This is an optimization exercise on Yosys and OpenROAD, whose aim is small area, not a production implementation. Function was checked by simulation only, so behaviour that the tests miss may differ from the original.

==> sierra: inputs <==
Design pqr5_core_top, start of the top module:
module pqr5_core_top #(
   parameter PC_INIT         = 32'h0000_0000,           
   parameter IS_RF_ON_BRAM   = 0,     
   parameter EN_BPREDICT_DYN = 1,   
   parameter BHT_IDW         = 8,           
   parameter BHT_TYPE        = "flops",          
   parameter BHT_BIAS        = 2'b10,          
   parameter GHRW            = (8+2),              
   parameter EN_RAS          = 1,            
   parameter RAS_DPT         = 8            
)
(   
   input  logic             clk                 ,   
   input  logic             aresetn             ,   
   input  logic             i_ext_stall         ,   
   output logic [32-1:0] o_imem_pc           ,   
   output logic             o_imem_pc_valid     ,   
   input  logic             i_imem_stall        ,   
   input  logic [32-1:0] i_imem_pc           ,   
   input  logic [32-1:0] i_imem_pkt          ,   
   input  logic             i_imem_pkt_valid    ,   
   output logic             o_imem_stall        ,   
   output logic             o_imem_flush        ,   
   output logic             o_dmem_wen          ,   
   output logic [32-1:0] o_dmem_addr         ,   
   output logic [1:0]       o_dmem_size         ,   
   output logic [32-1:0] o_dmem_wdata        ,   
   output logic             o_dmem_req          ,   
   input  logic             i_dmem_stall        ,   
   output logic             o_dmem_flush        ,   
   input  logic [32-1:0] i_dmem_rdata        ,   
   input  logic             i_dmem_ack          ,   
   output logic             o_dmem_stall            
);
localparam BPCW  = BHT_IDW+2 ;         
localparam RPTW  = $clog2(RAS_DPT) ;   
  ...
Settings: LEC_CHECK=0, CAP_MARGIN=35, CORE_MARGIN=2, CORE_UTILIZATION=40, CTS_CLUSTER_DIAMETER=100, CTS_CLUSTER_SIZE=20, PLACE_DENSITY=0.6, SLEW_MARGIN=35; clock period 10.0 ns.
run.sh (not shown) runs the stock make flow with config.mk's settings and CLKGATE_MAP_FILE= SYNTH_SCRIPT=/design/flow/synth_recipe.tcl, a recipe that flattens the netlist after the stock synthesis.
==> nickel (differences from sierra) <==
==> flow/flow/run.sh (new file) <==
#!/bin/bash
# Layout flow: the standard layout, with one step added after the standard synthesis.
#  1. standard.sh synth          : the standard synthesis, unchanged
#  2. yosys/abc (remap_comb.ys)  : the combinational cells of that netlist are mapped again
#                                  by abc for area. Every flip-flop and tie cell instance is kept
#                                  as the standard synthesis made it (same name, same cell).
#  3. standard.sh                : the rest of the standard flow (floorplan .. finish) on it,
#                                  with smaller port buffers and a sparser clock tree (below)
# Each tool's full output goes to a log file of its own in this folder.
set -euo pipefail

RES=orfs/results/${FLOW_PLATFORM}/pqr5_core_top/base

# 1. Standard synthesis
bash standard.sh synth > 1_standard_synth.log 2>&1

# Platform settings the remap needs (liberty files, don't-use cells), as ORFS sees them
MK="make -s -C ${FLOW_HOME} DESIGN_CONFIG=${FLOW_CONFIG} WORK_HOME=${PWD}/orfs"
LIBS=$(${MK} print-LIB_FILES 2> 2_print_vars.log | tail -1 | sed 's/^LIB_FILES: *//')
DONT_USE=$(${MK} print-DONT_USE_CELLS 2>> 2_print_vars.log | tail -1 | sed 's/^DONT_USE_CELLS: *//')
echo "LIB_FILES=${LIBS}" >> 2_print_vars.log
echo "DONT_USE_CELLS=${DONT_USE}" >> 2_print_vars.log
[[ -n "${LIBS}" && -n "${DONT_USE}" ]] || { echo "could not read LIB_FILES / DONT_USE_CELLS"; exit 1; }

# 2. Re-map the combinational logic
cp ${RES}/1_2_yosys.v ${RES}/1_2_yosys_standard.v
KEEP=$(grep -o "sky130_fd_sc_hd__[a-z0-9_]*" ${RES}/1_2_yosys_standard.v | sort -u | grep -E "__(df|edf|sdf|dl|conb)" | tr '\n' ' ')
LIBARGS=""
for l in ${LIBS}; do LIBARGS="${LIBARGS} -liberty ${l}"; done
DUARGS=""
for c in ${DONT_USE}; do DUARGS="${DUARGS} -dont_use ${c}"; done
{
  for l in ${LIBS}; do echo "read_liberty -ignore_miss_func ${l}"; done
  echo "read_verilog ${RES}/1_2_yosys_standard.v"
  echo "hierarchy -top ${FLOW_TOP}"
  echo "tee -o 3_stat_standard.txt stat ${LIBARGS}"
  echo "setattr -mod -set keep_hierarchy 1 ${KEEP}"
  echo "flatten"
  echo "opt_clean"
  echo "abc ${LIBARGS} ${DUARGS}"
  echo "opt_clean"
  echo "blackbox ${KEEP}"
  echo "hierarchy -top ${FLOW_TOP}"
  echo "tee -o 3_stat_remapped.txt stat ${LIBARGS}"
  echo "write_verilog -noattr -nohex -nodec ${RES}/1_2_yosys_remapped.v"
} > remap_comb.ys
yosys -l 3_remap_yosys.log -q remap_comb.ys > /dev/null 2>&1

# The remapped netlist must hold the same flip-flop and tie instances, with the same cells
ff() { grep -E "^\s*sky130_fd_sc_hd__(df|edf|sdf|dl|conb)" "$1" | awk '{print $1, $2}' | sort; }
ff ${RES}/1_2_yosys_standard.v > 3_ff_standard.txt
ff ${RES}/1_2_yosys_remapped.v > 3_ff_remapped.txt
cmp -s 3_ff_standard.txt 3_ff_remapped.txt || { echo "flip-flops differ after remap"; exit 1; }

cp ${RES}/1_2_yosys_remapped.v ${RES}/1_2_yosys.v
rm -f ${RES}/1_synth.odb

# 3. The rest of the standard flow, with two settings of its own:
#  - the port buffers (one on every input and output, as the standard flow places them) are buf_1
#  - clock tree: sinks clustered 20 per leaf buffer within 100 um, no dummy loads
bash standard.sh \
  "BUFFER_PORTS_ARGS=-buffer_cell sky130_fd_sc_hd__buf_1" \
  "CTS_ARGS=-sink_clustering_enable -repair_clock_nets -sink_clustering_size 20 -sink_clustering_max_diameter 100 -dont_use_dummy_load" \
  finish > 4_standard_flow.log 2>&1
==> flow/standard.sh (new file) <==
#!/bin/bash
# synth_recipe.tcl (not shown) runs the flow's synth.tcl, then flattens the netlist and writes it again
# the make line also repeats each setting of config.mk as NAME=value (left out here)
make -C /OpenROAD-flow-scripts/flow DESIGN_CONFIG=/design/flow/config.mk WORK_HOME=/design/flow/orfs CLKGATE_MAP_FILE= SYNTH_SCRIPT=/design/flow/synth_recipe.tcl "${@:-finish}"
- CTS_CLUSTER_DIAMETER: 100 -> unset
- CTS_CLUSTER_SIZE: 20 -> unset
removed: flow/run.sh
==> impl_metrics.ini <==
[finish]
multi_input_area_share = 0.305

[worst_setup_path]
rrSetupSlack_ns = 0.73
crit_arrival_ns = 10.00
rr_worst_depth = 28

[power]
power.internal_uw = 15400

[route]
firstDrtPassIters = 22

[run_status]
status = complete, no violations
That was nickel.
==> impl_metrics.ini <==
[run_status]
status = complete, no violations

[worst_setup_path]
crit_arrival_ns = 9.84
rrSetupSlack_ns = 0.98

[route]
wl_met1_um = 198000
firstDrtPassIters = 13
That was sierra.

==> separate check: timing with driven ports <==
The results above use ideal ports. As a check the final layouts listed here were re-extracted and re-timed, cells and wires unchanged. Step 1: set_driving_cell puts a clkbuf_16 on clk and a buf_2 on each other input, an assumption about the parent block. Step 2 also shifts input and output timing later by t, the mid clock arrival at the registers, as if the neighbouring blocks saw the same clock. Slacks: ideal ports / drivers / drivers and shift; pairs: ideal ports / drivers.
run | t, ns | setup slack, ns | pins driven straight from the clock port
sierra | 0.978 | 0.982 / 0.982 / 0.684 | 1
nickel | 0.908 | 0.731 / 0.731 / 0.731 | 1
After both steps setup and hold are still met in every run listed. For sierra, which loses most, drivers alone change the setup slack by 0.000 ns; drivers and shift together by -0.298 ns.
